Context: an optimization exercise on an open-source flow, tuned for small area, a short achievable clock period and few clock cycles per item. The choices shown serve that exercise and are no tape-out recipe.
In this exercise RTL edits were held to simulation tests only and were not proved equivalent to the original.
No activity file was given, so power comes from the tool's default toggle rates.

==> flow/design.v <==
module MyDesign(
    input logic reset_n,
    input logic clk,
    input logic dut_valid,
    output logic dut_ready,
    output logic dut__tb__sram_input_write_enable,
    output logic [16-1 : 0] dut__tb__sram_input_write_address,
    output logic [32-1 : 0] dut__tb__sram_input_write_data,
    output logic [16-1 : 0] dut__tb__sram_input_read_address,
    input logic [32-1 : 0] tb__dut__sram_input_read_data,
    output logic dut__tb__sram_weight_write_enable,
    output logic [16-1 : 0] dut__tb__sram_weight_write_address,
    output logic [32-1 : 0] dut__tb__sram_weight_write_data,
    output logic [16-1 : 0] dut__tb__sram_weight_read_address,
    input logic [32-1 : 0] tb__dut__sram_weight_read_data,
    output logic dut__tb__sram_result_write_enable,
    output logic [16-1 : 0] dut__tb__sram_result_write_address,
    output logic [32-1 : 0] dut__tb__sram_result_write_data,
    output logic [16-1 : 0] dut__tb__sram_result_read_address,
    input logic [32-1 : 0] tb__dut__sram_result_read_data,
    output logic dut__tb__sram_scratchpad_write_enable,
    output logic [16-1 : 0] dut__tb__sram_scratchpad_write_address,
    output logic [32-1 : 0] dut__tb__sram_scratchpad_write_data,
    output logic [16-1 : 0] dut__tb__sram_scratchpad_read_address,
    input logic [32-1 : 0] tb__dut__sram_scratchpad_read_data
);
  logic        res_we, sp_we, w_spv, w_rowend, w_final;
  logic [11:0] res_wa;
  logic [9:0]  sp_wa, vt_row;
  logic        ready_r;
  logic        st_wait;       
  logic        st_dims;       
  logic        issuing;       
  logic [2:0]  ph;            
  logic [4:0]  k, c;
  logic [3:0]  r;
  logic [4:0]  kmax, cmax;
  logic [4:0]  dm1, em1;
  logic [3:0]  nm1;
  logic [10:0] a_addr, a_row;
  logic [11:0] b_addr, b_base;
  wire end_k  = (k == kmax);
  wire end_c  = (c == cmax);
  wire end_r  = (r == nm1);
  wire end_ph = end_k & end_c & end_r;
  wire [10:0] a_inc = a_addr + 11'd1;
  wire [11:0] b_inc = b_addr + 12'd1;
  always_ff @(posedge clk) begin
    if (!reset_n) begin
      ready_r <= 1'b1;
      st_wait <= 1'b0;
      st_dims <= 1'b0;
      issuing <= 1'b0;
    end else begin
      st_wait <= 1'b0;
      st_dims <= st_wait;
      if (ready_r && dut_valid) begin
        ready_r <= 1'b0;
        st_wait <= 1'b1;
      end
      if (st_dims)
        issuing <= 1'b1;
      else if (issuing && end_ph && ph == 3'd4)
        issuing <= 1'b0;
      if (w_final)
        ready_r <= 1'b1;
    end
  end
  always_ff @(posedge clk) begin
    if (ready_r) begin
      a_addr <= '0;
      b_addr <= '0;
    end else if (st_dims) begin
      nm1    <= tb__dut__sram_input_read_data[19:16] - 4'd1;
      dm1    <= tb__dut__sram_input_read_data[4:0] - 5'd1;
      em1    <= tb__dut__sram_weight_read_data[4:0] - 5'd1;
      kmax   <= tb__dut__sram_input_read_data[4:0] - 5'd1;
      cmax   <= tb__dut__sram_weight_read_data[4:0] - 5'd1;
      ph     <= 3'd0;
      k      <= '0;
      c      <= '0;
      r      <= '0;
      a_addr <= 11'd1;
      a_row  <= 11'd1;
      b_addr <= 12'd1;
      b_base <= 12'd1;
    end else if (issuing) begin
      if (!end_k) begin
        k      <= k + 5'd1;
        a_addr <= a_inc;
        b_addr <= b_inc;
      end else begin
        k <= '0;
        if (!end_c) begin
          c      <= c + 5'd1;
          a_addr <= a_row;
          b_addr <= b_inc;
        end else begin
          c <= '0;
          if (!end_r) begin
            r      <= r + 4'd1;
            a_addr <= a_inc;
            a_row  <= a_inc;
            b_addr <= b_base;
          end else begin
            r  <= '0;
            ph <= ph + 3'd1;
            case (ph)
              3'd0, 3'd1: begin             
                a_addr <= 11'd1;
                a_row  <= 11'd1;
                b_addr <= b_inc;
                b_base <= b_inc;
              end
              3'd2: begin                   
                a_addr <= '0;
                a_row  <= '0;
                b_addr <= '0;
                b_base <= '0;
                kmax   <= em1;
                cmax   <= {1'b0, nm1};
              end
              default: begin                
                a_addr <= a_inc + {a_inc[9:0], 1'b0};
                a_row  <= a_inc + {a_inc[9:0], 1'b0};
                b_addr <= b_inc;
                b_base <= b_inc;
                kmax   <= {1'b0, nm1};
                cmax   <= em1;
              end
            endcase
          end
        end
      end
    end
  end
  logic       t1_v, t2_v, t3_v;
  logic       t1_src;
  logic       t1_first, t2_first, t3_first;
  logic       t1_last, t2_last, t3_last;
  logic       t1_rowend, t2_rowend, t3_rowend;
  logic       t1_spk, t2_spk, t3_spk;        
  logic       t1_spv, t2_spv, t3_spv;        
  logic       t1_fin, t2_fin, t3_fin;
  always_ff @(posedge clk) begin
    if (!reset_n) begin
      t1_v <= 1'b0; t2_v <= 1'b0; t3_v <= 1'b0;
    end else begin
      t1_v <= issuing; t2_v <= t1_v; t3_v <= t2_v;
    end
  end
  always_ff @(posedge clk) begin
    t1_src    <= (ph == 3'd3) || (ph == 3'd4);
    t1_first  <= (k == 5'd0);
    t1_last   <= end_k;
    t1_rowend <= end_c;
    t1_spk    <= (ph == 3'd1);
    t1_spv    <= (ph == 3'd2);
    t1_fin    <= end_ph && (ph == 3'd4);
    t2_first  <= t1_first;  t3_first  <= t2_first;
    t2_last   <= t1_last;   t3_last   <= t2_last;
    t2_rowend <= t1_rowend; t3_rowend <= t2_rowend;
    t2_spk    <= t1_spk;    t3_spk    <= t2_spk;
    t2_spv    <= t1_spv;    t3_spv    <= t2_spv;
    t2_fin    <= t1_fin;    t3_fin    <= t2_fin;
  end
  logic [31:0] op_a, op_b;
  always_ff @(posedge clk) begin
    op_a <= t1_src ? tb__dut__sram_result_read_data     : tb__dut__sram_input_read_data;
    op_b <= t1_src ? tb__dut__sram_scratchpad_read_data : tb__dut__sram_weight_read_data;
  end
  logic [31:0] pp [0:16];
  logic [15:0] neg;
  always_comb begin
    logic [2:0]  bits;
    logic        one, two;
    logic [31:0] m;
    for (int i = 0; i < 16; i++) begin
      bits   = {op_b[2*i+1], op_b[2*i], (i == 0) ? 1'b0 : op_b[2*i-1]};
      one    = bits[1] ^ bits[0];
      two    = (bits == 3'b100) || (bits == 3'b011);
      neg[i] = bits[2];
      m      = ({32{one}} & op_a) | ({32{two}} & {op_a[30:0], 1'b0});
      if (bits[2]) m = ~m;
      pp[i]  = m << (2*i);
      if (i > 0) pp[i][2*i-2] = neg[i-1];
    end
    pp[16] = {1'b0, neg[15], 30'b0};
  end
  function automatic logic [63:0] csa(input logic [31:0] x, input logic [31:0] y, input logic [31:0] z);
    logic [31:0] s, cy;
    s  = x ^ y ^ z;
    cy = (x & y) | (x & z) | (y & z);
    csa = {cy[30:0], 1'b0, s};
  endfunction
  logic [31:0] l1 [0:11];
  logic [31:0] l2 [0:7];
  logic [31:0] l3 [0:5];
  logic [31:0] l4 [0:3];
  logic [31:0] l5 [0:2];
  always_comb begin
    logic [63:0] t;
    for (int i = 0; i < 5; i++) begin t = csa(pp[3*i], pp[3*i+1], pp[3*i+2]); l1[2*i] = t[31:0]; l1[2*i+1] = t[63:32]; end
    l1[10] = pp[15];
    l1[11] = pp[16];
    for (int i = 0; i < 4; i++) begin t = csa(l1[3*i], l1[3*i+1], l1[3*i+2]); l2[2*i] = t[31:0]; l2[2*i+1] = t[63:32]; end
    for (int i = 0; i < 2; i++) begin t = csa(l2[3*i], l2[3*i+1], l2[3*i+2]); l3[2*i] = t[31:0]; l3[2*i+1] = t[63:32]; end
    l3[4] = l2[6];
    l3[5] = l2[7];
    for (int i = 0; i < 2; i++) begin t = csa(l3[3*i], l3[3*i+1], l3[3*i+2]); l4[2*i] = t[31:0]; l4[2*i+1] = t[63:32]; end
    begin t = csa(l4[0], l4[1], l4[2]); l5[0] = t[31:0]; l5[1] = t[63:32]; end
    l5[2] = l4[3];
  end
  logic [31:0] p0, p1, p2;
  always_ff @(posedge clk) begin
    p0 <= l5[0];
    p1 <= l5[1];
    p2 <= l5[2];
  end
  logic [31:0] acc;
  always_ff @(posedge clk)
    acc <= (t3_first ? 32'd0 : acc) + p0 + p1 + p2;
  always_ff @(posedge clk) begin
    if (!reset_n) begin
      res_we  <= 1'b0;
      sp_we   <= 1'b0;
      w_final <= 1'b0;
    end else begin
      res_we  <= t3_v & t3_last;
      sp_we   <= t3_v & t3_last & (t3_spk | t3_spv);
      w_final <= t3_v & t3_last & t3_fin;
    end
  end
  always_ff @(posedge clk) begin
    w_spv    <= t3_spv;
    w_rowend <= t3_rowend;
  end
  always_ff @(posedge clk) begin
    if (st_dims) begin
      res_wa <= '0;
      sp_wa  <= '0;
    end else if (res_we) begin
      res_wa <= res_wa + 12'd1;
      if (sp_we) begin
        if (!w_spv) begin
          sp_wa  <= sp_wa + 10'd1;
          vt_row <= sp_wa + 10'd1;
        end else if (w_rowend) begin
          sp_wa  <= vt_row + 10'd1;
          vt_row <= vt_row + 10'd1;
        end else begin
          sp_wa  <= sp_wa + {6'd0, nm1} + 10'd1;
        end
      end
    end
  end
  assign dut_ready = ready_r;
  assign dut__tb__sram_input_write_enable   = 1'b0;
  assign dut__tb__sram_input_write_address  = '0;
  assign dut__tb__sram_input_write_data     = '0;
  assign dut__tb__sram_weight_write_enable  = 1'b0;
  assign dut__tb__sram_weight_write_address = '0;
  assign dut__tb__sram_weight_write_data    = '0;
  assign dut__tb__sram_input_read_address      = {5'd0, a_addr};
  assign dut__tb__sram_result_read_address     = {5'd0, a_addr};
  assign dut__tb__sram_weight_read_address     = {4'd0, b_addr};
  assign dut__tb__sram_scratchpad_read_address = {4'd0, b_addr};
  assign dut__tb__sram_result_write_enable      = res_we;
  assign dut__tb__sram_result_write_address     = {4'd0, res_wa};
  assign dut__tb__sram_result_write_data        = acc;
  assign dut__tb__sram_scratchpad_write_enable  = sp_we;
  assign dut__tb__sram_scratchpad_write_address = {6'd0, sp_wa};
  assign dut__tb__sram_scratchpad_write_data    = acc;
endmodule
Settings: LEC_CHECK=0, CAP_MARGIN=20, CORE_MARGIN=2, CORE_UTILIZATION=40, SLEW_MARGIN=20; clock period 11.0 ns.
run.sh (not shown) runs the stock make flow with config.mk's settings and CLKGATE_MAP_FILE= SYNTH_SCRIPT=/design/flow/synth_recipe.tcl, a recipe that flattens the netlist after the stock synthesis.
Testbench counts at the start, summed over its fixed seeds: cycles 307,764, items 48.
Edit:
--- a/flow/design.v
+++ b/flow/design.v
@@ -162,32 +162,33 @@
     t2_rowend <= t1_rowend; t3_rowend <= t2_rowend;
     t2_spk    <= t1_spk;    t3_spk    <= t2_spk;
     t2_spv    <= t1_spv;    t3_spv    <= t2_spv;
     t2_fin    <= t1_fin;    t3_fin    <= t2_fin;
   end
-  logic [31:0] op_a, op_b;
-  always_ff @(posedge clk) begin
-    op_a <= t1_src ? tb__dut__sram_result_read_data     : tb__dut__sram_input_read_data;
-    op_b <= t1_src ? tb__dut__sram_scratchpad_read_data : tb__dut__sram_weight_read_data;
+  logic [31:0] op_a;
+  logic [15:0] bt_one, bt_two, bt_neg;
+  wire  [31:0] in_b = t1_src ? tb__dut__sram_scratchpad_read_data : tb__dut__sram_weight_read_data;
+  always_ff @(posedge clk) begin
+    op_a <= t1_src ? tb__dut__sram_result_read_data : tb__dut__sram_input_read_data;
+    for (int i = 0; i < 16; i++) begin
+      logic [2:0] bits;
+      bits      = {in_b[2*i+1], in_b[2*i], (i == 0) ? 1'b0 : in_b[2*i-1]};
+      bt_one[i] <= bits[1] ^ bits[0];
+      bt_two[i] <= (bits == 3'b100) || (bits == 3'b011);
+      bt_neg[i] <= bits[2];
+    end
   end
   logic [31:0] pp [0:16];
-  logic [15:0] neg;
   always_comb begin
-    logic [2:0]  bits;
-    logic        one, two;
     logic [31:0] m;
     for (int i = 0; i < 16; i++) begin
-      bits   = {op_b[2*i+1], op_b[2*i], (i == 0) ? 1'b0 : op_b[2*i-1]};
-      one    = bits[1] ^ bits[0];
-      two    = (bits == 3'b100) || (bits == 3'b011);
-      neg[i] = bits[2];
-      m      = ({32{one}} & op_a) | ({32{two}} & {op_a[30:0], 1'b0});
-      if (bits[2]) m = ~m;
+      m      = ({32{bt_one[i]}} & op_a) | ({32{bt_two[i]}} & {op_a[30:0], 1'b0});
+      if (bt_neg[i]) m = ~m;
       pp[i]  = m << (2*i);
-      if (i > 0) pp[i][2*i-2] = neg[i-1];
-    end
-    pp[16] = {1'b0, neg[15], 30'b0};
+      if (i > 0) pp[i][2*i-2] = bt_neg[i-1];
+    end
+    pp[16] = {1'b0, bt_neg[15], 30'b0};
   end
   function automatic logic [63:0] csa(input logic [31:0] x, input logic [31:0] y, input logic [31:0] z);
     logic [31:0] s, cy;
     s  = x ^ y ^ z;
     cy = (x & y) | (x & z) | (y & z);
@@ -195,33 +196,31 @@
   endfunction
   logic [31:0] l1 [0:11];
   logic [31:0] l2 [0:7];
   logic [31:0] l3 [0:5];
   logic [31:0] l4 [0:3];
-  logic [31:0] l5 [0:2];
   always_comb begin
     logic [63:0] t;
     for (int i = 0; i < 5; i++) begin t = csa(pp[3*i], pp[3*i+1], pp[3*i+2]); l1[2*i] = t[31:0]; l1[2*i+1] = t[63:32]; end
     l1[10] = pp[15];
     l1[11] = pp[16];
     for (int i = 0; i < 4; i++) begin t = csa(l1[3*i], l1[3*i+1], l1[3*i+2]); l2[2*i] = t[31:0]; l2[2*i+1] = t[63:32]; end
     for (int i = 0; i < 2; i++) begin t = csa(l2[3*i], l2[3*i+1], l2[3*i+2]); l3[2*i] = t[31:0]; l3[2*i+1] = t[63:32]; end
     l3[4] = l2[6];
     l3[5] = l2[7];
     for (int i = 0; i < 2; i++) begin t = csa(l3[3*i], l3[3*i+1], l3[3*i+2]); l4[2*i] = t[31:0]; l4[2*i+1] = t[63:32]; end
-    begin t = csa(l4[0], l4[1], l4[2]); l5[0] = t[31:0]; l5[1] = t[63:32]; end
-    l5[2] = l4[3];
-  end
-  logic [31:0] p0, p1, p2;
-  always_ff @(posedge clk) begin
-    p0 <= l5[0];
-    p1 <= l5[1];
-    p2 <= l5[2];
+  end
+  logic [31:0] p0, p1, p2, p3;
+  always_ff @(posedge clk) begin
+    p0 <= l4[0];
+    p1 <= l4[1];
+    p2 <= l4[2];
+    p3 <= l4[3];
   end
   logic [31:0] acc;
   always_ff @(posedge clk)
-    acc <= (t3_first ? 32'd0 : acc) + p0 + p1 + p2;
+    acc <= (t3_first ? 32'd0 : acc) + p0 + p1 + p2 + p3;
   always_ff @(posedge clk) begin
     if (!reset_n) begin
       res_we  <= 1'b0;
       sp_we   <= 1'b0;
       w_final <= 1'b0;
Effect: The new run finished clean; setup slack improved by 2.5 ns; maximum frequency came out higher by 61%; cell area came out higher by 2.0%; synthesized cell count came out higher by 0.43%; sequential power came out higher by 13%; power came out higher by 11%.
Testbench counts after the change, summed over its fixed seeds: cycles 307,764, items 48.

-- static timing again, ports no longer ideal --
The flow's constraints put no driver on any port. The routed layouts listed below were extracted and timed again, unchanged, in two steps.
Step 1: set_driving_cell puts a clkbuf_16 on clk and a buf_2 on each other input, an assumption about the parent block.
Step 2 times the ports against the registers' clock, not the clock port: input delays grow and output delays shrink by t, the midpoint of the rising clock arrivals with the driver on.
a / b / c = ideal ports / drivers / drivers and shift; a / b = the first two.
run | shift t [ns] | setup WS [ns] | hold slack, ns
the first run | 0.639 | 4.330 / 4.330 / 4.330 | 0.302 / 0.302 / 0.302
the second run | 0.641 | 6.851 / 6.851 / 6.851 | 0.322 / 0.322 / 0.322
After both steps every run listed still meets setup and hold.
